Background: an optimization exercise with open tools, aiming at small area. Do not read the settings as production practice. No functional check of the RTL was part of any run shown here.

## flow/design.v (module list and top-level ports; edited modules follow where they fit)
// module CC: 1272 lines
// module cc_fa: 6 lines
// module cc_ha: 6 lines
module CC(
    clk,
    rst_n,
    in_valid,
    mode,
    xi,
    yi,
    out_valid,
    xo,
    yo
);
  // ...
==> flow/run.sh <==
#!/bin/bash
# synth_recipe.tcl (not shown) runs the flow's synth.tcl, then flattens the netlist and writes it again
# the make line also repeats each setting of config.mk as NAME=value (left out here)
make -C /OpenROAD-flow-scripts/flow DESIGN_CONFIG=/design/flow/config.mk WORK_HOME=/design/flow/orfs CLKGATE_MAP_FILE= SYNTH_SCRIPT=/design/flow/synth_recipe.tcl finish
==> flow/config.mk <==
export PLATFORM = sky130hd
export DESIGN_NAME = CC
export DESIGN_NICKNAME = CC
export VERILOG_FILES = /design/flow/design.v
export SDC_FILE = /design/flow/constraint.sdc
export NUM_CORES = 8
export LEC_CHECK = 0
export CAP_MARGIN = 20
export CORE_MARGIN = 2
export CORE_UTILIZATION = 80
export CTS_BUF_LIST = sky130_fd_sc_hd__clkbuf_4 sky130_fd_sc_hd__clkbuf_8
export SLEW_MARGIN = 20
export SYNTH_HIERARCHICAL = 1
export SYNTH_MINIMUM_KEEP_SIZE = 0
==> flow/constraint.sdc <==
create_clock -name core_clock -period 100.0 [get_ports {clk}]
set_input_delay 20.0000 -clock core_clock [delete_from_list [all_inputs] [get_ports {clk}]]
set_output_delay 20.0000 -clock core_clock [all_outputs]
set_load 0.01 [all_outputs]
==> flow_summary.rst, run 1 <==
.. list-table::
   :header-rows: 1

   * - Metric
     - Value
   * - Die Span X
     - 153 um
   * - Maximum clock path buffer count
     - 2
   * - Final worst path period need
     - 43.96 ns
   * - Outcome
     - finished clean
   * - Synth area leaders
     - sky130_fd_sc_hd__fa_1, sky130_fd_sc_hd__edfxtp_1, sky130_fd_sc_hd__nand2_1
   * - Number of hold buffers added after CTS
     - 0
   * - Post-CTS setup buffer count
     - 0
   * - Number of non-clock buffers in the layout
     - 69
   * - Leading cell types by count after synthesis
     - sky130_fd_sc_hd__fa_1, sky130_fd_sc_hd__nand2_1, sky130_fd_sc_hd__inv_1
   * - Highest Signal Layer
     - met5
   * - Fraction of layout cells with a size suffix above 1
     - 5.91%
   * - Critical path fanouts, max
     - 22
   * - Fraction of standard cell area that is sequential
     - 18.5%
   * - Wire length of the first global-routing pass
     - roughly 83,000 um
   * - Worst Hold Margin
     - 0.550 ns
   * - Ys flop type
     - sky130_fd_sc_hd__edfxtp_1
   * - Slew margin rel.
     - 29.2%
   * - Overall die height
     - approximately 150 um
   * - Async set or reset register ratio after synthesis
     - 3.17%
   * - Cell type of the slowest stage on the worst timing path
     - sky130_fd_sc_hd__xnor2_1
   * - Number of different library cells in the post-synthesis netlist
     - 71
   * - R2R Path Start
     - cnt[0]$_DFFE_PN0P_
   * - Reg2reg setup slack
     - 75.52 ns
   * - Tap cell instance count
     - 280
   * - Total length of routed met3 wires
     - 7530 um
   * - Sequential element share of the synthesized area
     - just under 20%
   * - End of the worst register-to-register path
     - X[7]$_SDFFE_PP0P_
==> run 2: changes to the inputs <==
--- a/flow/config.mk
+++ b/flow/config.mk
@@ -5,10 +5,10 @@
 export SDC_FILE = /design/flow/constraint.sdc
 export NUM_CORES = 8
 export LEC_CHECK = 0
-export CAP_MARGIN = 20
+export CAP_MARGIN = 0
 export CORE_MARGIN = 2
 export CORE_UTILIZATION = 80
 export CTS_BUF_LIST = sky130_fd_sc_hd__clkbuf_4 sky130_fd_sc_hd__clkbuf_8
-export SLEW_MARGIN = 20
+export SLEW_MARGIN = 0
 export SYNTH_HIERARCHICAL = 1
 export SYNTH_MINIMUM_KEEP_SIZE = 0
==> run 2 against run 1 <==
Still clean; via count unchanged; clock-buffer cell count did not move; die area unchanged; critical path type unchanged; largest cell class unchanged.
==> flow_summary.rst, run 2 <==
.. list-table::
   :header-rows: 1

   * - Metric
     - Value
   * - Vias per std cell
     - 6.92 (unchanged)
   * - Avg Cell Area, Syn
     - 10.6 sq um (unchanged)
   * - Proportion of netlist area held by the largest area contributor
     - 40.6% (unchanged)
   * - Largest reg by FF count
     - AREG (unchanged)
   * - Number of DRC violations after detailed routing
     - 0 (unchanged)
   * - Initial standard-cell utilization of the core
     - 81.4% (unchanged)
   * - Wire length of the first global-routing pass
     - 82,900 um (unchanged)
   * - Unrepaired setup endpoints after global routing
     - false (unchanged)
   * - Number of hold buffers added after CTS
     - 0 (unchanged)
   * - Port-buffer cells
     - 37 (unchanged)
   * - Final worst path period need
     - 43.96 ns (unchanged)
   * - # setup viols final
     - 0 (unchanged)
   * - Leading cell types by count after synthesis
     - sky130_fd_sc_hd__fa_1, sky130_fd_sc_hd__nand2_1, sky130_fd_sc_hd__inv_1 (unchanged)
   * - Die Area
     - 23,300 sq um (unchanged)
   * - Area leader, netlist
     - sky130_fd_sc_hd__fa_1 (unchanged)
   * - Kind of launch point of the worst setup path
     - input pin (unchanged)
   * - End of the worst register-to-register path
     - X[7]$_SDFFE_PP0P_ (unchanged)
   * - Worst min-delay path class
     - flop to flop (unchanged)
   * - Die Span X
     - 153 um (unchanged)
   * - Worst path arrival time
     - 44.33 ns (about the same)
   * - Async set or reset register ratio after synthesis
     - 3.17% (unchanged)
   * - Resize count post-CTS
     - 0 (unchanged)
   * - Final wirelength
     - 52,900 um (unchanged)
   * - Number of antenna violations at the first check in global routing
     - 0 (unchanged)
   * - Remaining global-route overflow
     - 0 (unchanged)
   * - Post-synthesis cell area
     - 17,700 sq um (unchanged)
   * - Net count after synthesis
     - 2,124 (unchanged)
   * - Layout filler cell count
     - 1,177 (unchanged)
   * - HP Start
     - cnt[0]$_DFFE_PN0P_ (unchanged)
   * - Total I/O pin count
     - 38 (unchanged)
   * - Final GP Congestion
     - 1.05 (unchanged)
   * - Routed via count
     - 13,669 (unchanged)
   * - Setup_tns
     - 0 ns (unchanged)
   * - Global-route usage over all layers
     - 47.7% (unchanged)
   * - Register bit total from synthesis
     - 126 (unchanged)
   * - Rows
     - 54 (unchanged)
   * - Outcome
     - finished clean (unchanged)
   * - Cell type of the slowest stage on the worst timing path
     - sky130_fd_sc_hd__xnor2_1 (unchanged)
   * - Commonest non-fill, non-tap cell in the layout
     - sky130_fd_sc_hd__fa_1 (unchanged)
   * - Total of warnings raised by yosys
     - 7 (unchanged)
   * - Ys flop type
     - sky130_fd_sc_hd__edfxtp_1 (unchanged)
   * - Growth of design area from synthesis to finish
     - 5.77% (unchanged)
   * - Depth of the most critical reg-to-reg path
     - 72 (unchanged)
   * - Placeable Area
     - 21,800 sq um (unchanged)
   * - DP Cell Count
     - 1,941 (unchanged)
   * - Number of violations reported at the end of detailed-routing iteration 0
     - 1,865 (unchanged)
   * - Flip-flop count of the largest register, all copies and words added
     - 22 (unchanged)
   * - DR pass1 iterations
     - 7 (unchanged)
   * - Final Max Slew Viols
     - 0 (unchanged)
   * - Overall die height
     - 153 um (unchanged)
   * - Clock net sink count
     - 126 (unchanged)
   * - Final count of hold timing violations
     - 0 (unchanged)
   * - Cell occurring most often along the worst timing path
     - sky130_fd_sc_hd__fa_1 (unchanged)
   * - Number of max-cap violations
     - 0 (unchanged)
   * - Final cycle utilization of the critical path
     - 44.0% (unchanged)
   * - Fraction of layout cells with a size suffix above 1
     - 5.91% (unchanged)
   * - Number of global-route vias before repair
     - 14,621 (unchanged)
   * - Layout Nets
     - 2,131 (unchanged)
   * - Synth Instances
     - 1,673 (unchanged)
   * - CTS tree
     - built (unchanged)
   * - Synth area leaders
     - sky130_fd_sc_hd__fa_1, sky130_fd_sc_hd__edfxtp_1, sky130_fd_sc_hd__nand2_1 (unchanged)
   * - Maximum number of pins on one net before global-route repair
     - 58 (unchanged)
   * - Clock tree root driver cell
     - sky130_fd_sc_hd__clkbuf_8 (unchanged)
   * - Crit path largest cell delay
     - 0.71 ns (about the same)
   * - Post-CTS setup buffer count
     - 0 (unchanged)
   * - Largest registers in the final layout
     - AREG x22, QA x17, QB x17 (unchanged)
   * - Clock network latency to the later pin of the worst-skew pair
     - 0.47 ns (about the same)
   * - Finished Layout Cells
     - 1,974 (unchanged)
   * - Slew margin rel.
     - 29.2% (unchanged)
   * - Transition time at the pin with the least slew margin
     - 1.06 ns (unchanged)
   * - R2R Path Start
     - cnt[0]$_DFFE_PN0P_ (unchanged)
   * - Critical path fanouts, max
     - 22 (unchanged)
   * - Number of cells on the worst hold path
     - 1 (unchanged)
   * - Sequential cell area
     - 3460 sq um (unchanged)
   * - Number of synthesized flops with an enable pin
     - 92 (unchanged)
   * - Clock transition at the registers of the reported paths
     - 0.09 ns (about the same)
   * - Maximum clock path buffer count
     - 2 (unchanged)
   * - Worst Clk Skew
     - 0.0175 ns (unchanged)
   * - WL/cell
     - 26.8 um (unchanged)
   * - Sequential element share of the synthesized area
     - 19.6% (unchanged)
   * - Data required time of the worst path
     - 100.38 ns (about the same)
   * - Critical path class
     - input pin to flop (unchanged)
   * - Commonest cells after routing, fill and taps aside
     - sky130_fd_sc_hd__fa_1, sky130_fd_sc_hd__nand2_1, sky130_fd_sc_hd__inv_1, sky130_fd_sc_hd__edfxtp_1, sky130_fd_sc_hd__o21ai_0 (unchanged)
   * - Fmax achieved
     - 22.7 MHz (unchanged)
   * - Post-detail-place hpwl
     - 41,300 um (unchanged)
   * - Crit end category
     - flop (unchanged)
   * - Footprint of the multi-input gates
     - 13,400 sq um (unchanged)
   * - Number of different library cells in the post-synthesis netlist
     - 71 (unchanged)
   * - Deepest level of the CTS H-tree
     - 4 (unchanged)
   * - CTS buffer count
     - 17 (unchanged)
   * - Reg2reg setup slack
     - 75.52 ns (about the same)
   * - Hold endpoint
     - cnt[0]$_DFFE_PN0P_ (unchanged)
   * - Most instantiated library cell after synthesis
     - sky130_fd_sc_hd__fa_1 (unchanged)
   * - Routed Antenna Nets
     - 0 (unchanged)
## run 2: cell counts after synthesis
Identical to the previous run, type by type.
## run 2: worst max path at each step
| stage | cells after the start | slack (ns) | startpoint | to |
|---|---|---|---|---|
| finish | 73 | 56.04 | in_valid | X[7]$_SDFFE_PP0P_ |
| CTS | 73 | 56.33 | in_valid | X[7]$_SDFFE_PP0P_ |
| global route | 73 | 55.37 | in_valid | X[7]$_SDFFE_PP0P_ |
| floorplan | 70 | 57.99 | in_valid | X[6]$_SDFFE_PP0P_ |
| global placement | 73 | 56.56 | in_valid | X[7]$_SDFFE_PP0P_ |
| detailed placement | 73 | 55.86 | in_valid | X[7]$_SDFFE_PP0P_ |
## run 2: stage by stage
step | utilization [%] | setup WS (ns) | area, sq um | hold slack, ns
final | 86.1 | 56.04 | 18700 | 0.550
after global routing | 86.0 | 55.37 | 18700 | 0.568
after CTS | 86.0 | 56.33 | 18700 | 0.549
after detailed placement | 84.2 | 55.86 | 18300 | 0.536
after global placement | 84.2 | 56.56 | 18300 | 0.516
after floorplan | - | 57.99 | 17700 | 0.491
## run 2: final cells by class
class                      count  share of cell area (%)
antenna                        1                  0.0134
clock buffer                  18                    1.29
clock inverter                14                   0.835
inverter                     125                    2.52
multi-input combinational   1341                    71.7
sequential                   126                    18.5
tap                          280                    1.87
timing repair buffer          69                    3.26
## run 2: logic make-up (layout without fill, tap and decap cells)
group,after synthesis,in the layout,synth area share [%]
xor gates and xnor gates,73,73,4.50
AOI/OAI and AO/OA,229,229,7.68
muxes,75,75,4.39
DFF,126,126,19.6
and+or+nand+nor,534,534,13.7
buffers and inverters,206,226,4.59
adders and majority gates,430,430,45.6
other,0,1,0
## run 2: metal layers
metal	vias up	track usage, %	routed length [um]	share of wire [%]
met5	-	2.28	58	0.11
met4	2	24.6	3640	6.9
met3	317	15.6	7530	14
met2	1156	72.2	24200	46
met1	6702	62.7	17400	33
li1	5492	-	-	-
## run 2: Yosys stat by module, one instance, submodules excluded
module	flip-flops and latches	area, sq um	cells inside	copies in the design
CC	126	9810	1258	1
cc_ha	0	12.5	1	56
cc_fa	0	20.0	1	359
## run 2: worst max-delay path: cells and delay by family
kind / cells / cell delay [ns]
adder cells (fa/ha/maj): 51 / 18.54
XOR/XNOR: 9 / 2.83
buffers and inverters: 5 / 1.61
AO/OA/AOI/OAI: 4 / 0.78
AND/OR/NAND/NOR: 4 / 0.52

[static timing again, ports no longer ideal]
The results above use ideal ports. As a check the final layouts listed here were re-extracted and re-timed, cells and wires unchanged. Step 1 sets driving cells, clkbuf_16 on the clock port and buf_2 on the other inputs (assumed; they add their load-dependent delay and slew). Step 2 also shifts input and output timing later by t, the mid clock arrival at the registers, as if the neighbouring blocks saw the same clock. a / b / c = ideal ports / drivers / drivers and shift; a / b = the first two.
run | t, ns | setup WS [ns] | latest minus earliest clock arrival (ns) | worst data-port slew with drivers (ns)
run 1 | 0.510 | 56.040 / 56.062 / 55.551 | 0.018 / 0.017 | 0.05
run 2 | 0.510 | 56.040 / 56.062 / 55.551 | 0.018 / 0.017 | 0.05
After both steps setup and hold are still met in every run listed.
